From an optimization exercise on the open Yosys and OpenROAD flow, aimed at small area and a short achievable clock period; shortcuts taken in it are not production practice. Only simulation tests tie the RTL to the original design; equivalence was not proved. Power is estimated from default activity; no workload was simulated.

**design/flow/config.mk**
```make
export PLATFORM = sky130hd
export DESIGN_NAME = mips_16bit
export DESIGN_NICKNAME = mips_16bit
export VERILOG_FILES = /design/flow/design.v
export SDC_FILE = /design/flow/constraint.sdc
export NUM_CORES = 4
export LEC_CHECK = 0
export CAP_MARGIN = 20
export CORE_MARGIN = 2
export CORE_UTILIZATION = 40
export SLEW_MARGIN = 20
```
**design/flow/constraint.sdc**
```tcl
create_clock -name core_clock -period 11.5 [get_ports {clk}]
set_input_delay 2.3000 -clock core_clock [delete_from_list [all_inputs] [get_ports {clk}]]
set_output_delay 2.3000 -clock core_clock [all_outputs]
set_load 0.01 [all_outputs]
```
**design/flow/design.v**
```verilog
module mips_16bit(ins,A,B,Current_Address,ans_ex,ans_dm,ans_wb,mux_sel_A,mux_sel_B,imm_sel,data_out,data_in,interrupt,clk,reset,
                  pm_data,dm_en,dm_we,dm_wdata,dm_rdata);
output [31:0] ins;
output [15:0] A,B,data_out,Current_Address,ans_ex,ans_dm,ans_wb;
output [1:0] mux_sel_A,mux_sel_B;
output imm_sel;
input [15:0] data_in;
input clk,interrupt,reset;
input [31:0] pm_data;
output dm_en,dm_we;
output [15:0] dm_wdata;
input [15:0] dm_rdata;
reg [15:0] hold;           
reg        rst1;           
reg [31:0] ins_prv;
reg        stall_pm;
reg        ld1,jp,jp1;
reg [5:0]  op_dec;
reg        imm_sel_r;
reg [1:0]  sel_a,sel_b;
reg [4:0]  dest_ex,dest_mem,rw_dm;
reg        ld_ex,st_ex,ld_mem,en_mem,we_mem,msel;
reg [15:0] AR,BR;          
reg [15:0] ans_ex_r,ex_out,ans_wb_r,data_out_r,dm_data;
reg [1:0]  flag_prv,flag2;
reg        int1,int2;
reg [15:0] nap_r;          
reg [15:0] rf [0:31];
wire [31:0] ins_w = reset ? (stall_pm ? ins_prv : pm_data) : 32'b0;
assign ins = ins_w;
wire [5:0] op = ins_w[31:26];
wire [4:0] rd = ins_w[25:21];
wire [4:0] ra = ins_w[20:16];
wire [4:0] rb = ins_w[15:11];
wire is_hlt  = (op==6'b010001);
wire is_ld   = (op==6'b010100);
wire is_st   = (op==6'b010101);
wire is_jc   = (op[5:2]==4'b0111);
wire is_jmp  = (op==6'b011000);
wire is_ret  = (op==6'b010000);
wire ld_first= is_ld & ~ld1;
wire jump    = is_jc & ~jp1;
wire stall   = is_hlt | jump | ld_first;
wire writes = (op[5:4]==2'b00) | ld_first | (op==6'b010110) |
              (op==6'b011001) | (op==6'b011010) | (op==6'b011011);
wire [4:0] dest = writes ? rd : 5'b0;
wire [1:0] fwd_a = (ra==dest_ex && !ld_ex) ? 2'b01 : (ra==dest_mem) ? 2'b10 : (ra==rw_dm) ? 2'b11 : 2'b00;
wire [1:0] fwd_b = (rb==dest_ex && !ld_ex) ? 2'b01 : (rb==dest_mem) ? 2'b10 : (rb==rw_dm) ? 2'b11 : 2'b00;
wire imm_sel_d = (op[5:3]==3'b001);
wire [31:0] ra_oh, rb_oh, rw_oh;
genvar gi;
generate for (gi=0; gi<32; gi=gi+1) begin : g_dec
  assign ra_oh[gi] = (ra==gi);
  assign rb_oh[gi] = (rb==gi);
  assign rw_oh[gi] = (rw_dm==gi);
end endgenerate
reg [15:0] rd_a, rd_b;
integer k;
always @* begin
  rd_a = 16'b0; rd_b = 16'b0;
  for (k=0; k<32; k=k+1) begin
    rd_a = rd_a | ({16{ra_oh[k]}} & rf[k]);
    rd_b = rd_b | ({16{rb_oh[k]}} & rf[k]);
  end
end
wire [15:0] ans_dm_w = msel ? dm_rdata : ex_out;
always @(posedge clk) begin
  for (k=0; k<32; k=k+1)
    if (rw_oh[k]) rf[k] <= ans_dm_w;
  AR <= rd_a;
  BR <= imm_sel_d ? ins_w[15:0] : rd_b;
end
wire a_dm = (sel_a==2'b10) & msel;
wire b_dm = (sel_b==2'b10) & msel & ~imm_sel_r;
wire [15:0] A_e = (sel_a==2'b00) ? AR : (sel_a==2'b01) ? ans_ex_r : (sel_a==2'b10) ? ex_out : ans_wb_r;
wire [15:0] B_e = (imm_sel_r | sel_b==2'b00) ? BR : (sel_b==2'b01) ? ans_ex_r : (sel_b==2'b10) ? ex_out : ans_wb_r;
wire [15:0] Aw = a_dm ? dm_rdata : A_e;
wire [15:0] Bw = b_dm ? dm_rdata : B_e;
assign A = Aw;
assign B = Bw;
wire c_add = (op_dec[5:4]==2'b00) & (op_dec[2:1]==2'b00);    
wire sub   = op_dec[0];
wire c_mov = (op_dec[5:4]==2'b00) & (op_dec[2:0]==3'b010);
wire c_and = (op_dec[5:4]==2'b00) & (op_dec[2:0]==3'b100);
wire c_or  = (op_dec[5:4]==2'b00) & (op_dec[2:0]==3'b101);
wire c_xor = (op_dec[5:4]==2'b00) & (op_dec[2:0]==3'b110);
wire c_not = (op_dec[5:4]==2'b00) & (op_dec[2:0]==3'b111);
wire c_ldst= (op_dec[5:1]==5'b01010);
wire c_in  = (op_dec==6'b010110);
wire c_jc  = (op_dec[5:2]==4'b0111);
wire c_hold= (op_dec[5:1]==5'b01000) | (op_dec==6'b010111) | (op_dec==6'b011000) | c_jc;
wire c_sll = (op_dec==6'b011001);
wire c_srx = (op_dec[5:1]==5'b01101);
wire c_sra = (op_dec==6'b011011);
wire [15:0] Bx = sub ? ~Bw : Bw;
wire [15:0] lo = {1'b0,Aw[14:0]} + {1'b0,Bx[14:0]} + {15'b0,sub};
wire c15 = lo[15];
wire [15:0] x = {Aw[15]^Bx[15]^c15, lo[14:0]};
wire b_lo0 = (Bw[14:0]==15'b0);
wire v1 = (sub & b_lo0) ? (Aw[15] & Bw[15]) : ((Aw[15] ~^ Bx[15]) & (c15 ^ Aw[15]));
function [15:0] rev16(input [15:0] v);
  integer j;
  begin for (j=0; j<16; j=j+1) rev16[j] = v[15-j]; end
endfunction
wire [15:0] sh_in = c_sll ? rev16(Aw) : Aw;
wire fill = c_sra & Aw[15];
wire [31:0] sh_ext = {{16{fill}}, sh_in};
wire [15:0] sh_out = sh_ext >> Bw[3:0];
wire [15:0] ans_tmp =
    ({16{c_add}} & x) |
    ({16{c_mov}} & Bw) |
    ({16{c_and}} & (Aw & Bw)) |
    ({16{c_or }} & (Aw | Bw)) |
    ({16{c_xor}} & (Aw ^ Bw)) |
    ({16{c_not}} & ~Bw) |
    ({16{c_ldst}} & Aw) |
    ({16{c_in}} & data_in) |
    ({16{c_hold}} & ans_ex_r) |
    ({16{c_sll}} & rev16(sh_out)) |
    ({16{c_srx}} & sh_out);
wire [15:0] axb = Aw ^ Bw;
wire [15:0] aob = Aw | Bw;
wire z_add = ~|(axb ^ {aob[14:0],1'b0});
wire z_eq  = ~|axb;
wire z_b   = ~|Bw;
wire z_a   = ~|Aw;
wire z_ab  = ~|(Aw & Bw);
wire z_nb  = &Bw;
wire z_sh  = ~|sh_out;
wire c_zero = ~(c_add|c_mov|c_and|c_or|c_xor|c_not|c_ldst|c_in|c_hold|c_sll|c_srx);
wire zf = (c_add & ~sub & z_add) | (c_add & sub & z_eq) | (c_mov & z_b) | (c_and & z_ab) |
          (c_or & z_a & z_b) | (c_xor & z_eq) | (c_not & z_nb) | (c_ldst & z_a) |
          (c_in & ~|data_in) | (c_hold & ~|ans_ex_r) | ((c_sll|c_srx) & z_sh) | c_zero;
wire [1:0] flag_ex;
assign flag_ex[1] = zf | (c_jc & flag_prv[1]);
assign flag_ex[0] = c_add ? v1 : (c_jc & flag_prv[0]);
wire [15:0] hold_inc = hold + 16'd1;
wire [15:0] caj = (stall | rst1) ? hold : hold_inc;
wire [15:0] nap_w = int1 ? hold_inc : nap_r;
wire [15:0] jmp_loc = is_ret ? nap_w : (int1 ? 16'hf000 : ins_w[15:0]);
wire [1:0] ffin = is_ret ? flag2 : flag_ex;
wire base_j = is_jmp | int1;
wire fsel = op[1] ? ffin[1] : ffin[0];
wire cond_j = is_jc & (fsel ^ op[0]);
wire [15:0] ca_t = reset ? jmp_loc : 16'b0;
wire [15:0] ca_n = reset ? (base_j ? jmp_loc : caj) : 16'b0;
assign Current_Address = cond_j ? ca_t : ca_n;
always @(posedge clk) begin
  ins_prv   <= ins_w;
  stall_pm  <= stall;
  ld1       <= ld_first;
  jp        <= jump;
  op_dec    <= op;
  imm_sel_r <= imm_sel_d;
  dest_ex   <= dest;
  ld_ex     <= ld_first;
  st_ex     <= is_st;
  dm_data   <= Bw;
  if (!reset) begin
    hold <= 16'b0; rst1 <= 1'b1; jp1 <= 1'b0;
    sel_a <= 2'b0; sel_b <= 2'b0;
    dest_mem <= 5'b0; rw_dm <= 5'b0;
    ld_mem <= 1'b0; en_mem <= 1'b0; we_mem <= 1'b0; msel <= 1'b0;
    ans_ex_r <= 16'b0; ex_out <= 16'b0; ans_wb_r <= 16'b0; data_out_r <= 16'b0;
    flag_prv <= 2'b0; flag2 <= 2'b0; int1 <= 1'b0; int2 <= 1'b0; nap_r <= 16'b0;
  end else begin
    hold <= Current_Address; rst1 <= 1'b0; jp1 <= jp;
    sel_a <= fwd_a; sel_b <= fwd_b;
    dest_mem <= dest_ex; rw_dm <= dest_mem;
    ld_mem <= ld_ex; en_mem <= ld_ex | st_ex; we_mem <= st_ex; msel <= ld_mem;
    ans_ex_r <= ans_tmp; ex_out <= ans_ex_r; ans_wb_r <= ans_dm_w;
    if (op_dec==6'b010111) data_out_r <= Aw;
    flag_prv <= flag_ex;
    if (int2) flag2 <= flag_ex;
    int1 <= interrupt; int2 <= int1;
    nap_r <= nap_w;
  end
end
assign mux_sel_A = sel_a;
assign mux_sel_B = sel_b;
assign imm_sel = imm_sel_r;
assign ans_ex = ans_ex_r;
assign ans_dm = ans_dm_w;
assign ans_wb = ans_wb_r;
assign data_out = data_out_r;
assign dm_en = en_mem;
assign dm_we = we_mem;
assign dm_wdata = dm_data;
endmodule
```
**design/flow/run.sh**
```bash
#!/bin/bash
# synth_recipe.tcl (not shown) runs the flow's synth.tcl, then flattens the netlist and writes it again
# the make line also repeats each setting of config.mk as NAME=value (left out here)
make -C /OpenROAD-flow-scripts/flow DESIGN_CONFIG=/design/flow/config.mk WORK_HOME=/design/flow/orfs CLKGATE_MAP_FILE= SYNTH_SCRIPT=/design/flow/synth_recipe.tcl finish
```
==> impl_metrics.json <==
{
  "result_of_the_run": "complete, no violations",
  "area.sequential_sq_mm": 0.0196,
  "number_of_antenna_violations_at_the_first_check_in_global_routing": 13,
  "cts_resized": 0,
  "final-instance-count-excl-fill": 4499,
  "hp-class": "reg2reg",
  "post-route-drc-count": 0,
  "timing.setup.tns_ps": 0,
  "die_h_um": 299,
  "clock_path_buffers": 3,
  "number_of_instances_in_the_synthesized_netlist": 3015,
  "detail_route.wl_per_cell_um": 40.4,
  "grt_pass1_vias": 30700,
  "worst-path-max-fanout": 15,
  "cp_data_arrival_time_ps": 8250,
  "reg2reg_from": "sel_b[1]",
  "grt_pass1_wl_um": 247000,
  "multi_input_area_sq_mm": 0.0146,
  "netlist_top_cells_area": "sky130_fd_sc_hd__edfxtp_1 44%, sky130_fd_sc_hd__dfxtp_1 12%, sky130_fd_sc_hd__a22oi_1 5.3%",
  "core_area_sq_mm": 0.0866,
  "area_growth_pct": 19.9,
  "grt_setup_unrepaired": "no",
  "layout-drive-gt1-share_pct": 11.5,
  "critical_path_required_ps": 9200,
  "portion_of_the_post_synthesis_area_used_by_sequential_elements_pct": 56.2,
  "slew_headroom_pct": 15.3,
  "power_per_standard_cell_area_mw_per_mm2": 192,
  "finalCriticalPeriod_ps": 10550,
  "finalHoldViolations": 0,
  "final_cell_area_sq_mm": 0.0418,
  "synth_fp_nets": 3130,
  "clock_latency_reported_for_the_late_side_of_the_worst_skew_pair_ps": 670,
  "average_cell_area_after_synthesis_sq_um": 11.6,
  "critical_path_class": "in2out",
  "synth_top_area_share_pct": 44.1,
  "die_x_um": 299,
  "drt_pass1_iterations": 10,
  "maximum_number_of_pins_on_one_net_before_global_route_repair": 85,
  "port_buffers": 233,
  "cts-buffers-inserted": 77,
  "max_clock_freq_mhz": 94.7,
  "ratio_of_final_minimum_period_to_clock_period_pct": 91.8,
  "synth_top_cell_by_area": "sky130_fd_sc_hd__edfxtp_1",
  "ctsRootBufferMaster": "sky130_fd_sc_hd__clkbuf_16",
  "final.setup_skew_ps": 53.1,
  "cts_tree": "built",
  "report.power.total_mw": 8.05,
  "cts.reportedPaths.clkPinSlew_ps": 60,
  "gr-usage-all-layers_pct": 39.3,
  "vias": 32600,
  "setup.reg_to_reg.worst_slack_ps": 4840,
  "cts_sinks": 723,
  "synth_cell_type_count": 102,
  "synthesis.area_sq_mm": 0.0349,
  "layout.cells.most_common": "sky130_fd_sc_hd__edfxtp_1",
  "num_rows": 108,
  "starting_utilization_of_the_core_area_pct": 40.3,
  "drv_cap": 0,
  "post_cts_hold_buffer_count": 0,
  "cts_h_tree_depth": 3,
  "number_of_flops_mapped_to_enable_cells_by_yosys": 512,
  "vdd_drop_max_v": 0.000137,
  "drt-total-wl_um": 182000,
  "design.die.area_sq_mm": 0.0896,
  "ioPinCount": 234,
  "via_per_inst": 7.24,
  "asyncSetResetFlopFracSynth_pct": 0,
  "worst_hold_path.num_cells": 1,
  "worst_setup_path_start_kind": "input port",
  "filler_cell_count": 7746,
  "post_detailed_placement_cell_area_sq_mm": 0.0391,
  "final_antenna_net_count": 0,
  "worst_min_delay_path_endpoint": "jp",
  "routabilityCongestion": 1.01,
  "end_kind": "output port",
  "worst_r2r_endpoint": "hold[1]",
  "synth.yosys.warnings": 2,
  "globalRouteOverflowTotal": 0,
  "worst_pin_slew_ps": 1270,
  "worstHoldStart": "jp1",
  "synth.ff_latch_count": 723,
  "postSynth.topFlopCell": "sky130_fd_sc_hd__edfxtp_1",
  "design.final.nets": 3388,
  "post-place-cells": 4347,
  "worst-r2r-cell-count": 17,
  "place.detailed.hpwl_um": 113000,
  "static-leakage-power_nw": 14.0,
  "first_iter_violations": 6701,
  "slew_violations": 0,
  "layout_common_cells": "512 x sky130_fd_sc_hd__edfxtp_1, 246 x sky130_fd_sc_hd__a22oi_1, 232 x sky130_fd_sc_hd__clkdlybuf4s50_1",
  "setup_violation_total_in_the_final_timing_report": 0,
  "cts.repair_timing.setup_buffer_count": 0
}
[kinds of logic after synthesis]
logic type	count (synthesis)	share of synthesized area [%]
AO/OA/AOI/OAI	955	21.1
AND/OR/NAND/NOR	824	11.7
flip-flops	723	56.2
buffers and inverters	250	2.87
multiplexers	128	4.14
XOR/XNOR	87	2.18
adder cells (fa/ha/maj)	48	1.74
[cell usage after synthesis, drive strengths merged (9+ instances only)]
| cell type | number |
|---|---|
| a211oi | 42 |
| a21oi | 126 |
| a221oi | 168 |
| a222oi | 19 |
| a22o | 137 |
| a22oi | 246 |
| a31oi | 11 |
| and2 | 55 |
| buf | 33 |
| clkbuf | 140 |
| dfxtp | 211 |
| edfxtp | 512 |
| ha | 47 |
| inv | 73 |
| mux2 | 45 |
| mux2i | 76 |
| nand2 | 149 |
| nand2b | 14 |
| nand3 | 107 |
| nand4 | 66 |
| nor2 | 251 |
| nor2b | 9 |
| nor3 | 52 |
| nor4 | 36 |
| o211ai | 29 |
| o21ai | 46 |
| o221ai | 9 |
| o22ai | 20 |
| o31a | 13 |
| or3 | 26 |
| or4 | 13 |
| xnor2 | 65 |
| xor2 | 22 |
[critical path, stage by stage]
cell	delay (ps)
sky130_fd_sc_hd__clkdlybuf4s50_1	570
sky130_fd_sc_hd__mux2_2	360
sky130_fd_sc_hd__mux2i_1	400
sky130_fd_sc_hd__a21oi_1	360
sky130_fd_sc_hd__ha_1	380
sky130_fd_sc_hd__o21a_1	140
sky130_fd_sc_hd__o21ai_0	90
sky130_fd_sc_hd__a21oi_1	210
sky130_fd_sc_hd__o221ai_2	190
sky130_fd_sc_hd__nor4_1	450
sky130_fd_sc_hd__mux2i_1	300
sky130_fd_sc_hd__nor4b_1	80
sky130_fd_sc_hd__o32a_1	190
sky130_fd_sc_hd__a41oi_2	240
sky130_fd_sc_hd__mux2i_4	440
sky130_fd_sc_hd__nand2_1	450
sky130_fd_sc_hd__a211oi_1	460
sky130_fd_sc_hd__a211oi_1	100
sky130_fd_sc_hd__clkdlybuf4s50_1	530
[per-layer routing]
| layer | vias up | GRT usage [%] | part of all wire (%) |
|---|---|---|---|
| li1 | 12700 | - | - |
| met4 | 6 | 26.2 | 8.5 |
| met2 | 3298 | 59.0 | 43 |
| met1 | 15600 | 47.3 | 34 |
| met5 | - | 0.899 | 0.069 |
| met3 | 977 | 14.3 | 14 |
[power by group]
group	leakage, nW	internal (mW)	switching [mW]
combinational	6.30	0.810	1.51
clock	1.26	1.48	1.11
sequential	6.49	2.98	0.157
total	14.0	5.27	2.78
[layout make-up]
| class | instances | share of cell area [%] |
|---|---|---|
| multi-input cells | 2042 | 34.9 |
| clock inverters | 47 | 1.37 |
| diodes | 8 | 0.0478 |
| flip-flops and latches | 723 | 46.9 |
| well taps | 1155 | 3.45 |
| repair buffers | 352 | 7.77 |
| clock buffers | 95 | 4.94 |
| inverters | 77 | 0.691 |
[how the worst max path moves through the flow]
stage | to | cells past startpoint | from | slack [ps]
final | Current_Address[1] | 19 | dm_rdata[1] | 950
after global routing | Current_Address[1] | 19 | dm_rdata[1] | 750
after CTS | Current_Address[5] | 17 | dm_rdata[3] | 1160
after detailed placement | Current_Address[5] | 17 | dm_rdata[3] | 1150
after global placement | Current_Address[5] | 19 | dm_rdata[9] | 740
after floorplan | Current_Address[3] | 19 | dm_rdata[2] | 2630
[flip-flops by register name, indices dropped and copies added, names as in the netlist, 16 cells and up]
name	cells
ins_prv	27
AR	16
ans_ex_r	16
rf	512
nap_r	16
ex_out	16
BR	16
data_out_r	16
hold	16
ans_wb_r	16
dm_data	16
[through the flow]
stage          util [%]  hold WS (ps)  setup WS (ps)
3_5_place_dp       45.2           406           1150
2_1_floorplan         -           388           2630
3_3_place_gp       45.1           398            738
5_1_grt            48.3           429            746
6_report           48.3           416            945
4_1_cts            48.2           417           1160

-- static timing again, ports no longer ideal --
In the flow no input, the clock included, has a driving cell. The finished layout below was timed again as built, in two steps.
Step 1 (the two cells are an assumption about what drives the block):
set clk [get_ports {clk}]
set_driving_cell -lib_cell sky130_fd_sc_hd__clkbuf_16 $clk
set_driving_cell -lib_cell sky130_fd_sc_hd__buf_2 [delete_from_list [all_inputs] $clk]
Step 2 also shifts input and output timing later by t, the mid clock arrival at the registers, as if the neighbouring blocks saw the same clock.
Three values: ideal, step 1, step 2; two values: the first two.
t (ns): 0.710
setup WS [ns]: 0.945 / 0.918 / 0.918
worst setup path at the end: input to output
worst register clock-pin slew, ns: 0.07 / 0.07
worst data-port slew with drivers (ns): 0.13
After both steps setup and hold are still met in this run. For this run, drivers alone change the setup slack by -0.027 ns; drivers and shift together by -0.027 ns.
